Context: an optimization exercise on an open-source flow, tuned for small area. The choices shown serve that exercise and are no tape-out recipe.
The RTL was checked by simulation tests, not by an equivalence proof against the original design.
Power figures rest on the tool's default switching activity, not on a simulated workload.

<file path="design/flow/run.sh">
#!/bin/bash
# synth_recipe.tcl (not shown) runs the flow's synth.tcl, then flattens the netlist and writes it again
# the make line also repeats each setting of config.mk as NAME=value (left out here)
make -C /OpenROAD-flow-scripts/flow DESIGN_CONFIG=/design/flow/config.mk WORK_HOME=/design/flow/orfs CLKGATE_MAP_FILE= SYNTH_SCRIPT=/design/flow/synth_recipe.tcl finish
</file>
<file path="design/flow/config.mk">
export PLATFORM = sky130hd
export DESIGN_NAME = main_module
export DESIGN_NICKNAME = main_module
export VERILOG_FILES = /design/flow/design.v
export SDC_FILE = /design/flow/constraint.sdc
export NUM_CORES = 8
export LEC_CHECK = 0
export ABC_AREA = 1
export CAP_MARGIN = 20
export CORE_MARGIN = 2
export CORE_UTILIZATION = 40
export SLEW_MARGIN = 20
</file>
<file path="design/flow/constraint.sdc">
create_clock -name core_clock -period 150.0 [get_ports {clock}]
set_input_delay 30.0000 -clock core_clock [delete_from_list [all_inputs] [get_ports {clock}]]
set_output_delay 30.0000 -clock core_clock [all_outputs]
set_load 0.01 [all_outputs]
</file>
<file path="design/flow/design.v">
module dffe_ref (q, d, clk, en, clr);
   input d, clk, en, clr;
   wire clr;
   output q;
   reg q;
   always @(posedge clk) begin
       if (clr) begin
           q <= 1'b0;
       end else if (en) begin
           q <= d;
       end
   end
endmodule
module input_db(out, in, clock, db_clock, reset);
    input in, clock, db_clock, reset;
    output out;
    wire q2, q1, q0;
    dffe_ref d0(q0, in, clock, db_clock, reset);
    dffe_ref d1(q1, q0, clock, db_clock, reset);
    dffe_ref d2(q2, q1, clock, db_clock, reset);
    assign out = q1 & ~q2 & db_clock;
endmodule
module debounce_clock(clock, reset, db_clock);
    input clock, reset;
    output db_clock;
    reg[4:0] counter;
    always @(posedge clock) begin
        if (reset)
            counter <= 0;
        else
            counter <= (counter >= 24) ? 0 : counter + 1;
    end
    assign db_clock = (counter == 24) ? 1'b1 : 1'b0;
endmodule
module servo_controller (
  input clock,   
    input reset,
    input [1:0] position,  
    output pwm_out
    );
    localparam MS_20 = 8'd200;       
    localparam MIDDLE = 8'd15;       
    localparam ALLRIGHT = 8'd20;     
    localparam ALLLEFT = 8'd10;      
    reg [7:0] count;
    reg pulse;
    assign pwm_out = pulse;
    always@(posedge clock) begin
        if (reset)
            count <= 0;
        else
            count <= (count == MS_20) ? 0 : count + 1'b1;  
    end    
    always@(*) begin
        case(position)
            2'b01: pulse = (count <= ALLRIGHT);  
            2'b00: pulse = (count <= ALLLEFT);  
            default: pulse = (count <= MIDDLE);   
        endcase
    end
endmodule
module main_module(seg_an, seg_cat, clock, in2, in1, in0, reset, buy1_in, buy0_in, is_insufficient, cost_in3, cost_in2, cost_in1, cost_in0, motor_in1, motor_in0, motor_out);
    input clock, reset, in2, in1, in0, buy1_in, buy0_in, cost_in3, cost_in2, cost_in1, cost_in0;
    reg[15:0] current;
    reg[15:0] cost1_current, cost0_current;
    reg[15:0] current_digit;
    output reg[15:0] seg_an;
    output reg[6:0] seg_cat;
    reg[6:0] refresh_counter;
    wire[3:0] stage_counter;
    output[2:0] motor_out;
    input motor_in1, motor_in0;
    wire db_clock;
    debounce_clock db_clock_module(clock, reset, db_clock);
    wire is_nickel, is_dime, is_quarter, buy1_attempted, buy0_attempted, dispense_change, step_motor2;
    wire cost1_inc, cost1_dec, cost0_inc, cost0_dec;
    input_db nickel_db(is_nickel, ~in2, clock, db_clock, reset);
    input_db dime_db(is_dime, ~in1, clock, db_clock, reset);
    input_db quarter_db(is_quarter, ~in0, clock, db_clock, reset);
    input_db buy1_db(buy1_attempted, buy1_in, clock, db_clock, reset);
    input_db buy0_db(buy0_attempted, buy0_in, clock, db_clock, reset);
    input_db cost1_inc_db(cost1_inc, cost_in3, clock, db_clock, reset);
    input_db cost1_dec_db(cost1_dec, cost_in2, clock, db_clock, reset);
    input_db cost0_inc_db(cost0_inc, cost_in1, clock, db_clock, reset);
    input_db cost0_dec_db(cost0_dec, cost_in0, clock, db_clock, reset);
    input_db inc_m_db(dispense_change, motor_in1, clock, db_clock, reset);
    input_db dec_m_db(step_motor2, motor_in0, clock, db_clock, reset);
    reg[1:0] motor_position1;
    reg[1:0] motor_position2;
    reg[1:0] motor_position3;
    reg[12:0] sec_counter1;
    reg[12:0] sec_counter2;
    reg[12:0] sec_counter3;
    reg dispensing;
    servo_controller s_control1(clock, reset, motor_position1, motor_out[2]);
    servo_controller s_control2(clock, reset, motor_position2, motor_out[1]);
    servo_controller s_control3(clock, reset, motor_position3, motor_out[0]);
    output reg is_insufficient;
    always @(posedge clock) begin
      if(reset) begin
        refresh_counter <= 0;
        current <= 0;
        is_insufficient <= 1'b0;
        cost1_current <= 0;
        cost0_current <= 0;
        sec_counter1 <= 0;
        sec_counter2 <= 0;
        sec_counter3 <= 0;
        motor_position1 <= 2'b00;
        motor_position2 <= 2'b00;
        motor_position3 <= 2'b00;
        dispensing <= 1'b0;
      end else begin
        if(buy0_attempted & current >= cost0_current) begin
            sec_counter1 <= 0;
            motor_position1 <= 2'b01;
        end else begin
            if(sec_counter1>=4999) begin
                sec_counter1 <= 0;
                motor_position1 <= 2'b00;
            end else
                sec_counter1 <= sec_counter1 + 1;
        end
        if(buy1_attempted & current >= cost1_current) begin
            sec_counter2 <= 0;
            motor_position2 <= 2'b01;
        end else begin
            if(sec_counter2>=4999) begin
                sec_counter2 <= 0;
                motor_position2 <= 2'b00;
            end else
                sec_counter2 <= sec_counter2 + 1;
        end
        if(dispense_change & current > 0) begin
            sec_counter3 <= 0;
            motor_position3 <= 2'b01;
            dispensing <= 1'b1;
        end else begin
            if(sec_counter3>=4999) begin
                sec_counter3 <= 0;
                if(dispensing) begin
                    if(motor_position3 === 2'b01) begin
                        motor_position3 <= 2'b00;
                        current <= current - 5;
                    end else begin
                        if(current > 0)
                            motor_position3 <= 2'b01;
                        else
                            dispensing <= 1'b0;
                    end
                end else
                    motor_position3 <= 2'b00;
            end else
                sec_counter3 <= sec_counter3 + 1;
        end
        refresh_counter <= refresh_counter + 1; 
        if(is_nickel)
            current <= current + 5;
        if(is_dime)
            current <= current + 10; 
        if(is_quarter)
            current <= current + 25;
        if(is_nickel | is_dime | is_quarter)
            is_insufficient <= 1'b0;  
        if(buy1_attempted & current < cost1_current)
            is_insufficient <= 1'b1;
        if(buy1_attempted & current >= cost1_current) begin
            is_insufficient <= 1'b0;
            current <= current - cost1_current;  
        end
        if(buy0_attempted & current < cost0_current)
            is_insufficient <= 1'b1;
        if(buy0_attempted & current >= cost0_current) begin
            is_insufficient <= 1'b0;
            current <= current - cost0_current;  
        end
        if(cost1_inc)
            cost1_current <= cost1_current + 5;
        if(cost1_dec && cost1_current >= 5)
            cost1_current <= cost1_current - 5;
        if(cost0_inc)
            cost0_current <= cost0_current + 5;
        if(cost0_dec && cost0_current >= 5)
            cost0_current <= cost0_current - 5;
      end
    end
    assign stage_counter = refresh_counter[6:3];
    always @(*) begin
        case(stage_counter)
            4'b0000: begin
                seg_an = 16'b1111111111110111;
                current_digit = current / 1000;
            end
            4'b0001: begin
                seg_an = 16'b1111111111111011;
                current_digit = (current % 1000) / 100;
            end
            4'b0010: begin
                seg_an = 16'b1111111111111101;
                current_digit = ((current % 1000) % 100) / 10;
            end
            4'b0011: begin
                seg_an = 16'b1111111111111110;
                current_digit = ((current % 1000) % 100) % 10;
            end
            4'b0100: begin
                seg_an = 16'b1111111101111111;
                current_digit = current / 1000;
            end
            4'b0101: begin
                seg_an = 16'b1111111110111111;
                current_digit = (current % 1000) / 100;
            end
            4'b0110: begin
                seg_an = 16'b1111111111011111;
                current_digit = ((current % 1000) % 100) / 10;
            end
            4'b0111: begin
                seg_an = 16'b1111111111101111;
                current_digit = ((current % 1000) % 100) % 10;
            end
            4'b1000: begin
                seg_an = 16'b1111011111111111;
                current_digit = cost0_current / 1000;
            end
            4'b1001: begin
                seg_an = 16'b1111101111111111;
                current_digit = (cost0_current % 1000) / 100;
            end
            4'b1010: begin
                seg_an = 16'b1111110111111111;
                current_digit = ((cost0_current % 1000) % 100) / 10;
            end
            4'b1011: begin
                seg_an = 16'b1111111011111111;
                current_digit = ((cost0_current % 1000) % 100) % 10;
            end
            4'b1100: begin
                seg_an = 16'b0111111111111111;
                current_digit = cost1_current / 1000;
            end
            4'b1101: begin
                seg_an = 16'b1011111111111111;
                current_digit = (cost1_current % 1000) / 100;
            end
            4'b1110: begin
                seg_an = 16'b1101111111111111;
                current_digit = ((cost1_current % 1000) % 100) / 10;
            end
            4'b1111: begin
                seg_an = 16'b1110111111111111;
                current_digit = ((cost1_current % 1000) % 100) % 10;
            end
        endcase
    end
    always @(*) begin
        case(current_digit)
            0: seg_cat = 7'b1111110;
            1: seg_cat = 7'b0110000;
            2: seg_cat = 7'b1101101;
            3: seg_cat = 7'b1111001;
            4: seg_cat = 7'b0110011;
            5: seg_cat = 7'b1011011;
            6: seg_cat = 7'b1011111;
            7: seg_cat = 7'b1110000; 
            8: seg_cat = 7'b1111111;     
            9: seg_cat = 7'b1111011;
            default: seg_cat = 7'b0000001;
        endcase
    end
endmodule
</file>
==> flow_summary.json <==
{
  "hpwl_um": 47500,
  "path_clk_slew_ns": 0.07,
  "cpMostUsedCell": "nand2_1",
  "post_cts_buffers": 0,
  "syn-cell-area_um2": 22100,
  "total_power_mw": 0.0930,
  "async_reset_ff_frac": 0,
  "outcome": "finished clean",
  "setup_violations": 0,
  "max_freq_mhz": 23.8,
  "pwr-share-seq": 0.461,
  "vdd_drop_max_v": 0.00000610,
  "via_count": 22600,
  "grt_usage": 0.207,
  "combPwrFrac": 0.029,
  "drc": 0,
  "avgSynthCellArea_um2": 5.94,
  "swShare": 0.252,
  "via_per_inst": 5.08,
  "finClkSkew_ns": 0.0133,
  "switchingPower_mw": 0.0235,
  "synth_top_area_share": 0.143,
  "synth.net_count": 3821,
  "worst-setup-path-type": "reg2out",
  "cts_tree": "yes",
  "grt_max_degree": 63,
  "start_util": 0.403,
  "yosysMostFrequentCell": "nand2_1",
  "ctsHoldBuffers": 0,
  "drt_iter0_markers": 1275,
  "slowest_stage": "clkdlybuf4s50_1",
  "antenna_found_initial": 0,
  "crit_arrival_ns": 12.04,
  "dp.cells": 4404,
  "dr.pass1.iters": 5,
  "setup_tns_ns": 0,
  "crit_path_start_kind": "register",
  "grt_pass1_wl_um": 99200,
  "hold_class": "reg2reg",
  "critPathRequiredTime_ns": 120.00,
  "slew_headroom": 0.346,
  "clk_path_buf_depth": 2,
  "hold_violations": 0,
  "synthTopCellsByArea": "dfxtp_1 (14%), nand2_1 (14%), inv_1 (7.5%), nor2_1 (7.2%), nand3_1 (7.1%)",
  "yosysTopAreaCell": "dfxtp_1",
  "ys_types": 83,
  "wirelength_um": 59200,
  "finalNonFillerCells": 4436,
  "finalCriticalPeriod_ns": 42.04,
  "p_clk_frac": 0.510,
  "syn_inst": 3721,
  "cts_inserted_buffers": 17,
  "p_per_area_nw_per_um2": 3.94,
  "rows": 86,
  "slew_violations": 0,
  "die_w_um": 239,
  "htreeDepth": 4,
  "wl_per_cell_um": 13.3,
  "die_h_um": 239,
  "ant_nets": 0,
  "clock_sinks": 158,
  "root_buffer": "clkbuf_16",
  "synth_edf_count": 0,
  "layout.nets": 3819,
  "portBuffers": 38,
  "slowest_delay_ns": 0.53,
  "die_area_um2": 57100,
  "hold-worst-slack_ns": 0.452,
  "io_pins": 40,
  "layout-drive-gt1-share": 0.137,
  "synth_warnings": 4,
  "utilization": 0.431,
  "min_period_over_period": 0.280,
  "antennaDiodeCount": 0,
  "grt_pass1_vias": 20600,
  "synth_common_cells": "nand2_1 (841), inv_1 (441), nor2_1 (423), nand3_1 (314), o21ai_0 (199)",
  "grt_setup_unrepaired": "false",
  "p_int_mw": 0.0696,
  "crit_fanout": 10,
  "overflow": 0,
  "place_congestion": 0.882,
  "cap_violations": 0,
  "worst_slew_pin_slew_ns": 0.978,
  "synth-seq-cells": 158,
  "post_cts_resize_count": 0,
  "area_delta_synth_final_pct": 6.90,
  "endpoint_kind": "output port",
  "seq_area_frac_synth": 0.143,
  "core_um2": 54900,
  "p_leak_nw": 11.8,
  "insertion_delay_ns": 0.44,
  "ys.flop_type": "dfxtp_1"
}
## per-layer routing
metal | part of all wire | track usage | routed length [µm] | vias up
li1 | - | - | - | 12200
met1 | 0.49 | 0.276 | 29000 | 9934
met2 | 0.46 | 0.356 | 27100 | 322
met3 | 0.033 | 0.0200 | 1970 | 51
met4 | 0.019 | 0.0523 | 1130 | 0
met5 | 0 | 0 | 0 | -
## per-stage QoR
step | cell area [µm²] | setup slack (ns)
2_1_floorplan | 22100 | 110.98
3_3_place_gp | 23000 | 108.49
3_5_place_dp | 23000 | 108.42
4_1_cts | 23600 | 107.94
5_1_grt | 23600 | 106.44
6_report | 23600 | 107.96
## power groups by stage
stage	sequential [mW]	clock, mW	combinational (mW)
after floorplan	0.0438	0	0.00186
after global placement	0.0439	0	0.00273
after detailed placement	0.0439	0	0.00275
after CTS	0.0429	0.0485	0.00277
after global routing	0.0430	0.0499	0.00315
final	0.0429	0.0474	0.00272
## worst paths after layout
path | from | to | slack (ns) | cells past startpoint
min reg2reg | sec_counter1[0] | sec_counter1[0] | 0.45 | 1
max | cost1_current[11] | seg_cat[3] | 107.96 | 88
max reg2reg | cost1_current[2] | current[9] | 144.21 | 23
min | sec_counter1[0] | sec_counter1[0] | 0.45 | 1
## logic make-up (layout without fill, tap and decap cells)
logic type | after synthesis | in the layout | synth area share
xor+xnor | 121 | 121 | 0.0486
buf+inv | 606 | 617 | 0.113
fa+ha+maj | 87 | 87 | 0.0503
compound gates | 615 | 615 | 0.164
mux | 1 | 1 | 0.000453
simple gates | 2133 | 2133 | 0.480
flops | 158 | 158 | 0.143
## cells in the final DEF, fill, tap and decap left out, types with 8 or more instances in the layout
cell	n
clkinv_1	17
nor2_1	423
nand2_4	43
o31ai_1	8
inv_2	69
ha_1	84
nor2_4	32
xor2_1	92
o211ai_1	22
nand3_2	41
o21a_1	9
buf_4	18
xnor2_1	27
nand2_1	841
nand2_2	160
o21ai_2	11
nor4_1	16
nand3_4	8
nand4_1	83
o21bai_1	16
o21ai_0	199
nor3b_1	19
nand3_1	314
inv_1	441
a22oi_1	8
o21ai_1	56
clkdlybuf4s50_1	37
dfxtp_1	158
nor3_1	51
a31oi_1	21
nand3b_1	13
a21oi_1	178
clkbuf_16	17
nor2_2	46
nand4_2	10
o22ai_1	19
## area by class of cell
type | instances | area, µm²
clock buffer | 18 | 439
timing repair buffer | 56 | 510
multi-input combinational | 2957 | 16400
fill | 6035 | 31300
tap | 704 | 881
inverter | 529 | 1990
clock inverter | 14 | 194
sequential | 158 | 3160
## worst max-delay path, delay by kind of cell, from the launching register on
kind	cells	cell delay (ns)
buffers and inverters	11	1.53
DFF	1	0.44
adders and majority gates	2	0.62
xor gates and xnor gates	1	0.27
and+or+nand+nor	65	7.22
AOI/OAI and AO/OA	9	1.45
## flip-flops by register name (all words and copies together) (netlist names), 5 cells and up
register / count
current: 16
sec_counter1: 13
s_control1.count: 8
s_control2.count: 8
s_control3.count: 8
db_clock_module.counter: 5
cost0_current: 16
refresh_counter: 7
sec_counter3: 13
cost1_current: 16
sec_counter2: 13

-- separate check: timing with driven ports --
Ports are ideal in the flow. The routed layout listed here was re-timed in OpenROAD. Step 1 sets driving cells, clkbuf_16 on the clock port and buf_2 on the other inputs (assumed; they add their load-dependent delay and slew). Step 2 times the ports against the registers' clock, not the clock port: input delays grow and output delays shrink by t, the midpoint of the rising clock arrivals with the driver on. Slacks: no drivers / after step 1 / after step 2; pairs: no drivers / after step 1.
t (ns): 0.485
setup slack, ns: 107.963 / 107.914 / 108.399
latest minus earliest clock arrival (ns): 0.013 / 0.013
After both steps this run still meets setup and hold. For this run, drivers alone change the setup slack by -0.049 ns; drivers and shift together by +0.436 ns.
